This is an optimization exercise on Yosys and OpenROAD, whose aim is small area, a short achievable clock period and few clock cycles per item, not a production implementation. Where RTL was checked, it was by simulation tests only, not by an equivalence proof against the original. Power is estimated from default activity; no workload was simulated.

// SHA
module SHA(
	input logic PCLK_IN,
	input logic [4:0] PADDR_IN,
	input logic PRESETn_IN,
	input logic PSEL_IN,
	input logic PENABLE_IN,
	input logic PWRITE_IN,
	input logic [31:0] PWDATA_IN,
	output logic PREADY_OUT,
	output logic [31:0] PRDATA_OUT);
clock: 11.0 ns
lec_check: 0
cap_margin: 20
core_margin: 2
core_utilization: 50
gpl_timing_driven: 1
place_density: 0.6
slew_margin: 20
tns_end_percent: 5
standard.sh (not shown) runs the stock make flow with config.mk's settings and CLKGATE_MAP_FILE= SYNTH_SCRIPT=/design/flow/synth_recipe.tcl, a recipe that flattens the netlist after the stock synthesis.
==> flow/flow/run.sh <==
#!/bin/bash
# The standard layout with: the standard synthesis script, its logic mapped
# by a delay-oriented ABC script; repair_timing aiming for a larger setup slack;
# a clock tree of larger sink clusters without dummy loads; buf_2 port buffers;
# the pin assignment in io.tcl.
set -euo pipefail
here=$PWD
{ head -1 synth_recipe.tcl; sed "s|@ABC_SCRIPT@|$here/flow/delay.abc|" flow/abc_override.tcl; tail -n +2 synth_recipe.tcl; } > my_synth.tcl
bash standard.sh SYNTH_SCRIPT=$here/my_synth.tcl SETUP_SLACK_MARGIN=7.8 \
  "CTS_ARGS=-sink_clustering_enable -repair_clock_nets -dont_use_dummy_load -sink_clustering_size 24 -sink_clustering_max_diameter 100" \
  "BUFFER_PORTS_ARGS=-buffer_cell sky130_fd_sc_hd__buf_2" \
  IO_CONSTRAINTS=$here/flow/io.tcl \
  finish > standard.log 2>&1
==> flow/flow/abc_override.tcl <==
# Map the logic with a delay-oriented ABC script (structural hashing, then a
# choice computation and a delay-driven cut mapping), instead of
# ORFS's abc_speed.script. Only the combinational mapping changes.
proc abc {args} {
  set i [lsearch -exact $args -script]
  if {$i >= 0} { set args [lreplace $args $i [expr {$i + 1}] -script @ABC_SCRIPT@] }
  yosys abc {*}$args
}
==> flow/flow/delay.abc <==
strash; dch; map -D 1500; topo; buffer -c; upsize -c; dnsize -c
==> flow/flow/io.tcl <==
# Pin assignment: the bus control, address and read data on one edge, next to
# each other, so the read path from PADDR_IN to PRDATA_OUT stays short; the
# write data on the neighbouring edge.
set_io_pin_constraint -pin_names {PADDR_IN[*] PSEL_IN PENABLE_IN PWRITE_IN PREADY_OUT PRDATA_OUT[*]} -region right:*
set_io_pin_constraint -pin_names {PWDATA_IN[*]} -region top:*
The starting point completed with no timing, DRC or antenna violations.
==> next run, changes <==
==> flow/flow/run.sh (replaced) <==
#!/bin/bash
# The standard layout with: the standard synthesis script, its logic mapped
# by a delay-oriented ABC script; repair_timing aiming for a larger setup slack;
# a clock tree of larger sink clusters without dummy loads; buf_2 port buffers.
set -euo pipefail
here=$PWD
{ head -1 synth_recipe.tcl; sed "s|@ABC_SCRIPT@|$here/flow/delay.abc|" flow/abc_override.tcl; tail -n +2 synth_recipe.tcl; } > my_synth.tcl
bash standard.sh SYNTH_SCRIPT=$here/my_synth.tcl SETUP_SLACK_MARGIN=7.8 \
  "CTS_ARGS=-sink_clustering_enable -repair_clock_nets -dont_use_dummy_load -sink_clustering_size 24 -sink_clustering_max_diameter 100" \
  "BUFFER_PORTS_ARGS=-buffer_cell sky130_fd_sc_hd__buf_2" \
  finish > standard.log 2>&1
removed: flow/flow/io.tcl
The changed run completed without violations; utilization shrinks by 0.46 points; final area goes down by 0.83%; fmax grows by 2.1%; clock power is about the same.
No functional check of the RTL was part of any run of this note.

---

SHA, a different RTL version from the one above (not shown whole).
Size: about 5100 cells after synthesis, about 75 I/O pins, roughly 56000 µm² of cells after synthesis.
clock: 11.0 ns
lec_check: 0
cap_margin: 20
core_margin: 2
core_utilization: 50
gpl_timing_driven: 1
place_density: 0.6
slew_margin: 20
tns_end_percent: 5
==> flow/flow/run.sh <==
#!/bin/bash
# The standard layout with: the standard synthesis script, its logic mapped
# by a delay-oriented ABC script; repair_timing aiming for a larger setup slack;
# a clock tree of larger sink clusters without dummy loads; buf_2 port buffers.
set -euo pipefail
here=$PWD
{ head -1 synth_recipe.tcl; sed "s|@ABC_SCRIPT@|$here/flow/delay.abc|" flow/abc_override.tcl; tail -n +2 synth_recipe.tcl; } > my_synth.tcl
bash standard.sh SYNTH_SCRIPT=$here/my_synth.tcl SETUP_SLACK_MARGIN=7.6 \
  "CTS_ARGS=-sink_clustering_enable -repair_clock_nets -dont_use_dummy_load -sink_clustering_size 24 -sink_clustering_max_diameter 100" \
  "BUFFER_PORTS_ARGS=-buffer_cell sky130_fd_sc_hd__buf_2" \
  finish > standard.log 2>&1
Scripts as last shown in full above: flow/flow/abc_override.tcl, flow/flow/delay.abc
The first run completed without violations.
Testbench counts at the start, summed over its fixed seeds: cycles 34,095, blocks 397.
Next try:
==> flow/flow/delay.abc (replaced) <==
strash; dch; map -D 1500
The new run went through all stages and came out clean.
Cell count came out lower by 0.84%.
Global-route usage barely changes.
Synthesized area went down by 1.5%.
Flip-flop and latch count does not change.
Worst setup slack is worse by 130 ps.
First-iteration DRC count stays flat.
Power hardly moves.
Sequential power hardly moves.
Wire length went down by 1.9%.
Next try:
--- a/flow/flow/run.sh
+++ b/flow/flow/run.sh
@@ -8 +8 @@
-bash standard.sh SYNTH_SCRIPT=$here/my_synth.tcl SETUP_SLACK_MARGIN=7.6 \
+bash standard.sh SYNTH_SCRIPT=$here/my_synth.tcl SETUP_SLACK_MARGIN=7.8 \
==> flow/flow/delay.abc (replaced) <==
strash; dch; map -D 1500; topo; buffer -c; upsize -c; dnsize -c
--- a/flow/config.mk
+++ b/flow/config.mk
@@ -10 +10 @@
-export CORE_UTILIZATION = 50
+export CORE_UTILIZATION = 55
@@ -12 +12 @@
-export PLACE_DENSITY = 0.6
+export PLACE_DENSITY = 0.65
Setup slack improves by 170 ps.
Synthesized cell count rises by a few percent.
Combinational power rises by a few percent.
Routed wire length rises slightly.
Next try:
--- a/flow/config.mk
+++ b/flow/config.mk
@@ -10 +10 @@
-export CORE_UTILIZATION = 55
+export CORE_UTILIZATION = 50
@@ -12 +12 @@
-export PLACE_DENSITY = 0.65
+export PLACE_DENSITY = 0.6
=>
- count of clock-buffer cells in the layout does not change
- combinational power went down by about 1%
- design area went up by 0.63%

## static timing again, ports no longer ideal
In the flow no input, the clock included, has a driving cell. The finished layouts below were timed again as built, in two steps.
Step 1 assumes that a clkbuf_16 drives the clock port and a buf_2 every other input.
Step 2 adds t to the input delays and takes it off the output delays; t is the mean of the earliest and latest rising clock arrival at the registers after step 1. Input paths then give back, and output paths get back, about the clock's delay inside the block.
a / b / c = ideal ports / drivers / drivers and shift; a / b = the first two.
| run | t (ns) | slack for setup (ns) | slew at the worst register clock pin (ns) |
|---|---|---|---|
| the first run of note 1 | 0.726 | 7.533 / 7.489 / 6.764 | 0.11 / 0.11 |
| the second run of note 1 | 0.725 | 7.604 / 7.604 / 6.942 | 0.11 / 0.11 |
| the first run of note 2 | 0.730 | 7.426 / 7.434 / 6.704 | 0.11 / 0.11 |
| the second run of note 2 | 0.721 | 7.293 / 7.323 / 6.602 | 0.11 / 0.11 |
| the third run of note 2 | 0.727 | 7.461 / 7.499 / 6.772 | 0.10 / 0.10 |
| the fourth run of note 2 | 0.726 | 7.552 / 7.552 / 6.892 | 0.11 / 0.11 |
After both steps setup and hold are still met in every run listed. The setup slack of the first run of note 1, which loses most, moves by -0.044 ns with the drivers and by -0.769 ns with both steps.
